Source: an optimization exercise on an open RTL-to-GDS flow (aim: small area and a short achievable clock period). Production flows keep margins and buffers that such runs may drop.
No activity file was given, so power comes from the tool's default toggle rates.

==> run B <==
==> flow/design.v <==
module ALU_pre
( input  [2:0]  Op_code,
  input  [31:0] A, B,
  output [31:0] U,
  output [2:0] G
);
  wire cin   = (Op_code == 3'b010) | (Op_code == 3'b101);
  reg  [31:0] x, y;
  always @(*) begin
    case (Op_code)
      3'b011:  x = A & B;
      3'b100:  x = A | B;
      3'b111:  x = B;
      default: x = A;
    endcase
    case (Op_code)
      3'b001:  y = B;
      3'b010:  y = ~B;
      3'b110:  y = 32'hFFFFFFFF;
      default: y = 32'd0;
    endcase
  end
  assign {G[0], U[7:0]} = {1'b0, x[7:0]} + {1'b0, y[7:0]} + cin;
  assign {G[1], U[15:8]} = {1'b0, x[15:8]} + {1'b0, y[15:8]} + 1'b0;
  assign {G[2], U[23:16]} = {1'b0, x[23:16]} + {1'b0, y[23:16]} + 1'b0;
  assign U[31:24] = x[31:24] + y[31:24] + 1'b0;
endmodule
module ALU_post
( input  [31:0] U,
  input  [2:0] G,
  output [31:0] Y
);
  wire p0 = &U[7:0];
  wire p1 = &U[15:8];
  wire p2 = &U[23:16];
  wire p3 = &U[31:24];
  wire [3:0] c;
  assign c[0] = 1'b0;
  assign c[1] = (G[0]);
  assign c[2] = (G[0] & p1) | (G[1]);
  assign c[3] = (G[0] & p1 & p2) | (G[1] & p2) | (G[2]);
  assign Y[7:0] = U[7:0] + c[0];
  assign Y[15:8] = U[15:8] + c[1];
  assign Y[23:16] = U[23:16] + c[2];
  assign Y[31:24] = U[31:24] + c[3];
endmodule
module alu_reg
( input         clk,
  input  [2:0]  Op_code,
  input  [31:0] A, B,
  output [31:0] Y
);
  wire [31:0] u_c, y_c;
  wire [2:0]  g_c;
  reg  [31:0] u_r, y_r;
  reg  [2:0]  g_r;
  ALU_pre  u_pre  (.Op_code(Op_code), .A(A), .B(B), .U(u_c), .G(g_c));
  ALU_post u_post (.U(u_r), .G(g_r), .Y(y_c));
  always @(posedge clk) begin
    u_r <= u_c;
    g_r <= g_c;
    y_r <= y_c;
  end
  assign Y = y_r;
endmodule
==> flow/run.sh <==
#!/bin/bash
# synth_recipe.tcl (not shown) runs the flow's synth.tcl, then flattens the netlist and writes it again
# the make line also repeats each setting of config.mk as NAME=value (left out here)
make -C /OpenROAD-flow-scripts/flow DESIGN_CONFIG=/design/flow/config.mk WORK_HOME=/design/flow/orfs CLKGATE_MAP_FILE= SYNTH_SCRIPT=/design/flow/synth_recipe.tcl finish
==> flow/config.mk <==
export PLATFORM = sky130hd
export DESIGN_NAME = alu_reg
export DESIGN_NICKNAME = alu_reg
export VERILOG_FILES = /design/flow/design.v
export SDC_FILE = /design/flow/constraint.sdc
export NUM_CORES = 8
export LEC_CHECK = 0
export CAP_MARGIN = 20
export CORE_MARGIN = 2
export CORE_UTILIZATION = 40
export SLEW_MARGIN = 20
==> flow/constraint.sdc <==
create_clock -name core_clock -period 4.5 [get_ports {clk}]
set_input_delay 0.9000 -clock core_clock [delete_from_list [all_inputs] [get_ports {clk}]]
set_output_delay 0.9000 -clock core_clock [all_outputs]
set_load 0.01 [all_outputs]
==> run H (differences from run B) <==
==> flow/design.v, changed modules only <==
module ALU_pre
( input  [2:0]  Op_code,
  input  [31:0] A, B,
  output [31:0] U,
  output [6:0] G
);
  wire cin   = (Op_code == 3'b010) | (Op_code == 3'b101);
  reg  [31:0] x, y;
  always @(*) begin
    case (Op_code)
      3'b011:  x = A & B;
      3'b100:  x = A | B;
      3'b111:  x = B;
      default: x = A;
    endcase
    case (Op_code)
      3'b001:  y = B;
      3'b010:  y = ~B;
      3'b110:  y = 32'hFFFFFFFF;
      default: y = 32'd0;
    endcase
  end
  assign {G[0], U[3:0]} = {1'b0, x[3:0]} + {1'b0, y[3:0]} + cin;
  assign {G[1], U[7:4]} = {1'b0, x[7:4]} + {1'b0, y[7:4]} + 1'b0;
  assign {G[2], U[11:8]} = {1'b0, x[11:8]} + {1'b0, y[11:8]} + 1'b0;
  assign {G[3], U[15:12]} = {1'b0, x[15:12]} + {1'b0, y[15:12]} + 1'b0;
  assign {G[4], U[19:16]} = {1'b0, x[19:16]} + {1'b0, y[19:16]} + 1'b0;
  assign {G[5], U[23:20]} = {1'b0, x[23:20]} + {1'b0, y[23:20]} + 1'b0;
  assign {G[6], U[27:24]} = {1'b0, x[27:24]} + {1'b0, y[27:24]} + 1'b0;
  assign U[31:28] = x[31:28] + y[31:28] + 1'b0;
endmodule
module ALU_post
( input  [31:0] U,
  input  [6:0] G,
  output [31:0] Y
);
  wire p0 = &U[3:0];
  wire p1 = &U[7:4];
  wire p2 = &U[11:8];
  wire p3 = &U[15:12];
  wire p4 = &U[19:16];
  wire p5 = &U[23:20];
  wire p6 = &U[27:24];
  wire p7 = &U[31:28];
  wire [7:0] c;
  assign c[0] = 1'b0;
  assign c[1] = (G[0]);
  assign c[2] = (G[0] & p1) | (G[1]);
  assign c[3] = (G[0] & p1 & p2) | (G[1] & p2) | (G[2]);
  assign c[4] = (G[0] & p1 & p2 & p3) | (G[1] & p2 & p3) | (G[2] & p3) | (G[3]);
  assign c[5] = (G[0] & p1 & p2 & p3 & p4) | (G[1] & p2 & p3 & p4) | (G[2] & p3 & p4) | (G[3] & p4) | (G[4]);
  assign c[6] = (G[0] & p1 & p2 & p3 & p4 & p5) | (G[1] & p2 & p3 & p4 & p5) | (G[2] & p3 & p4 & p5) | (G[3] & p4 & p5) | (G[4] & p5) | (G[5]);
  assign c[7] = (G[0] & p1 & p2 & p3 & p4 & p5 & p6) | (G[1] & p2 & p3 & p4 & p5 & p6) | (G[2] & p3 & p4 & p5 & p6) | (G[3] & p4 & p5 & p6) | (G[4] & p5 & p6) | (G[5] & p6) | (G[6]);
  assign Y[3:0] = U[3:0] + c[0];
  assign Y[7:4] = U[7:4] + c[1];
  assign Y[11:8] = U[11:8] + c[2];
  assign Y[15:12] = U[15:12] + c[3];
  assign Y[19:16] = U[19:16] + c[4];
  assign Y[23:20] = U[23:20] + c[5];
  assign Y[27:24] = U[27:24] + c[6];
  assign Y[31:28] = U[31:28] + c[7];
endmodule
module alu_reg
( input         clk,
  input  [2:0]  Op_code,
  input  [31:0] A, B,
  output [31:0] Y
);
  wire [31:0] u_c, y_c;
  wire [6:0]  g_c;
  reg  [31:0] u_r, y_r;
  reg  [6:0]  g_r;
  ALU_pre  u_pre  (.Op_code(Op_code), .A(A), .B(B), .U(u_c), .G(g_c));
  ALU_post u_post (.U(u_r), .G(g_r), .Y(y_c));
  always @(posedge clk) begin
    u_r <= u_c;
    g_r <= g_c;
    y_r <= y_c;
  end
  assign Y = y_r;
endmodule
--- a/flow/config.mk
+++ b/flow/config.mk
@@ -5,7 +5,9 @@
 export SDC_FILE = /design/flow/constraint.sdc
 export NUM_CORES = 8
 export LEC_CHECK = 0
+export ABC_AREA = 1
 export CAP_MARGIN = 20
 export CORE_MARGIN = 2
 export CORE_UTILIZATION = 40
+export SETUP_SLACK_MARGIN = 2.7
 export SLEW_MARGIN = 20
==> run X (differences from run B) <==
==> flow/design.v, changed modules only <==
module ALU_pre
( input  [2:0]  Op_code,
  input  [31:0] A, B,
  output [31:0] U,
  output [6:0] G
);
  wire cin   = (Op_code == 3'b010) | (Op_code == 3'b101);
  reg  [31:0] x, y;
  always @(*) begin
    case (Op_code)
      3'b011:  x = A & B;
      3'b100:  x = A | B;
      3'b111:  x = B;
      default: x = A;
    endcase
    case (Op_code)
      3'b001:  y = B;
      3'b010:  y = ~B;
      3'b110:  y = 32'hFFFFFFFF;
      default: y = 32'd0;
    endcase
  end
  assign {G[0], U[3:0]} = {1'b0, x[3:0]} + {1'b0, y[3:0]} + cin;
  assign {G[1], U[7:4]} = {1'b0, x[7:4]} + {1'b0, y[7:4]} + 1'b0;
  assign {G[2], U[11:8]} = {1'b0, x[11:8]} + {1'b0, y[11:8]} + 1'b0;
  assign {G[3], U[15:12]} = {1'b0, x[15:12]} + {1'b0, y[15:12]} + 1'b0;
  assign {G[4], U[19:16]} = {1'b0, x[19:16]} + {1'b0, y[19:16]} + 1'b0;
  assign {G[5], U[23:20]} = {1'b0, x[23:20]} + {1'b0, y[23:20]} + 1'b0;
  assign {G[6], U[27:24]} = {1'b0, x[27:24]} + {1'b0, y[27:24]} + 1'b0;
  assign U[31:28] = x[31:28] + y[31:28] + 1'b0;
endmodule
module ALU_post
( input  [31:0] U,
  input  [6:0] G,
  output [31:0] Y
);
  wire p0 = &U[3:0];
  wire p1 = &U[7:4];
  wire p2 = &U[11:8];
  wire p3 = &U[15:12];
  wire p4 = &U[19:16];
  wire p5 = &U[23:20];
  wire p6 = &U[27:24];
  wire p7 = &U[31:28];
  wire [7:0] c;
  assign c[0] = 1'b0;
  assign c[1] = (G[0]);
  assign c[2] = (G[0] & p1) | (G[1]);
  assign c[3] = (G[0] & p1 & p2) | (G[1] & p2) | (G[2]);
  assign c[4] = (G[0] & p1 & p2 & p3) | (G[1] & p2 & p3) | (G[2] & p3) | (G[3]);
  assign c[5] = (G[0] & p1 & p2 & p3 & p4) | (G[1] & p2 & p3 & p4) | (G[2] & p3 & p4) | (G[3] & p4) | (G[4]);
  assign c[6] = (G[0] & p1 & p2 & p3 & p4 & p5) | (G[1] & p2 & p3 & p4 & p5) | (G[2] & p3 & p4 & p5) | (G[3] & p4 & p5) | (G[4] & p5) | (G[5]);
  assign c[7] = (G[0] & p1 & p2 & p3 & p4 & p5 & p6) | (G[1] & p2 & p3 & p4 & p5 & p6) | (G[2] & p3 & p4 & p5 & p6) | (G[3] & p4 & p5 & p6) | (G[4] & p5 & p6) | (G[5] & p6) | (G[6]);
  assign Y[3:0] = U[3:0] + c[0];
  assign Y[7:4] = U[7:4] + c[1];
  assign Y[11:8] = U[11:8] + c[2];
  assign Y[15:12] = U[15:12] + c[3];
  assign Y[19:16] = U[19:16] + c[4];
  assign Y[23:20] = U[23:20] + c[5];
  assign Y[27:24] = U[27:24] + c[6];
  assign Y[31:28] = U[31:28] + c[7];
endmodule
module alu_reg
( input         clk,
  input  [2:0]  Op_code,
  input  [31:0] A, B,
  output [31:0] Y
);
  wire [31:0] u_c, y_c;
  wire [6:0]  g_c;
  reg  [31:0] u_r, y_r;
  reg  [6:0]  g_r;
  ALU_pre  u_pre  (.Op_code(Op_code), .A(A), .B(B), .U(u_c), .G(g_c));
  ALU_post u_post (.U(u_r), .G(g_r), .Y(y_c));
  always @(posedge clk) begin
    u_r <= u_c;
    g_r <= g_c;
    y_r <= y_c;
  end
  assign Y = y_r;
endmodule
--- a/flow/config.mk
+++ b/flow/config.mk
@@ -8,4 +8,5 @@
 export CAP_MARGIN = 20
 export CORE_MARGIN = 2
 export CORE_UTILIZATION = 40
+export SETUP_SLACK_MARGIN = 2.0
 export SLEW_MARGIN = 20
==> flow_summary.yaml <==
run_status:
  status: "finished clean"
synthesis:
  synth_common_cells: "a21oi_1 (71), dfxtp_1 (71), mux2i_1 (61), ha_1 (44), nand2b_1 (36)"
  yosys.area_share.simple: 0.0998
  synthXorXnorAreaFrac: 0.0620
  synth_top_area_share: 0.335
  synth.mux.area_fraction: 0.144
layout:
  clock_area_frac: 0.0352
  syn_to_final_growth_pct: 39.0
  multi_input_cells: 321
sta:
  rsz0062_at_grt: "true"
  holdWs_ps: 331
route:
  viasPerCell: 5.09
  route.met3.wl_microns: 509
power:
  vdd_drop_max_v: 0.000167
worst_setup_path:
  cpMaxStageDelayCell: "fa_2"
  r2r-end: "y_r[26]"
  crit_path_max_fanout: 36
clocking:
  cts_setup_buffers: 6
-- figures above: run X

==> flow_summary.yaml <==
route:
  route.met3.wl_microns: 474
  viasPerCell: 5.12
synthesis:
  synth_common_cells: "a21oi_1 (77), dfxtp_1 (67), mux2i_1 (61), ha_1 (36), nand2b_1 (33)"
  synth_top_area_share: 0.320
  synth.mux.area_fraction: 0.151
  yosys.area_share.simple: 0.123
min_path:
  holdPathStages: 0
clocking:
  cts_setup_buffers: 0
sta:
  holdWs_ps: 322
  worst_slack_ps: 797
  rsz0062_at_grt: "false"
layout:
  clock_area_frac: 0.0290
  syn_to_final_growth_pct: 30.6
  multi_input_cells: 354
  multi_input_area_sq_mm: 0.00269
power:
  vdd_drop_max_v: 0.000163
run_status:
  status: "finished clean"
worst_setup_path:
  r2r-end: "y_r[31]"
  cpMaxStageDelayCell: "clkdlybuf4s50_1"
-- figures above: run B

==> flow_summary.yaml <==
synthesis:
  yosys.area_share.simple: 0.122
  synth_common_cells: "a21oi_1 (94), inv_1 (83), nand2_1 (77), dfxtp_1 (71), ha_1 (44)"
  synth.mux.area_fraction: 0
clocking:
  cts_setup_buffers: 29
layout:
  inv_count: 96
  multi_input_cells: 344
  syn_to_final_growth_pct: 53.0
  clock_area_frac: 0.0333
worst_setup_path:
  crit_path_max_fanout: 4
  cpMaxStageDelayCell: "fa_2"
  r2r-end: "y_r[29]"
sta:
  holdWs_ps: 332
run_status:
  status: "finished clean"
route:
  top_layer: "met4"
  viasPerCell: 4.83
power:
  vdd_drop_max_v: 0.000243
-- figures above: run H

No run of this note included a check of the RTL's function; only the layout flow was run.

separate check: timing with driven ports:
In the flow no input, the clock included, has a driving cell. The finished layouts below were timed again as built, in two steps. Step 1: set_driving_cell puts a clkbuf_16 on clk and a buf_2 on each other input, an assumption about the parent block. Step 2 times the ports against the registers' clock, not the clock port: input delays grow and output delays shrink by t, the midpoint of the rising clock arrivals with the driver on. a / b / c = ideal / step 1 / step 2; a / b = the first two.
run | t (ns) | setup slack, ns | worst hold slack (ns)
run B | 0.373 | 0.797 / 0.805 / 0.432 | 0.322 / 0.322 / 0.322
run H | 0.372 | 2.223 / 2.181 / 1.809 | 0.332 / 0.332 / 0.332
run X | 0.395 | 2.035 / 2.049 / 1.655 | 0.331 / 0.331 / 0.331
After both steps every run listed still meets setup and hold. For run H, which loses most, drivers alone change the setup slack by -0.042 ns; drivers and shift together by -0.414 ns.
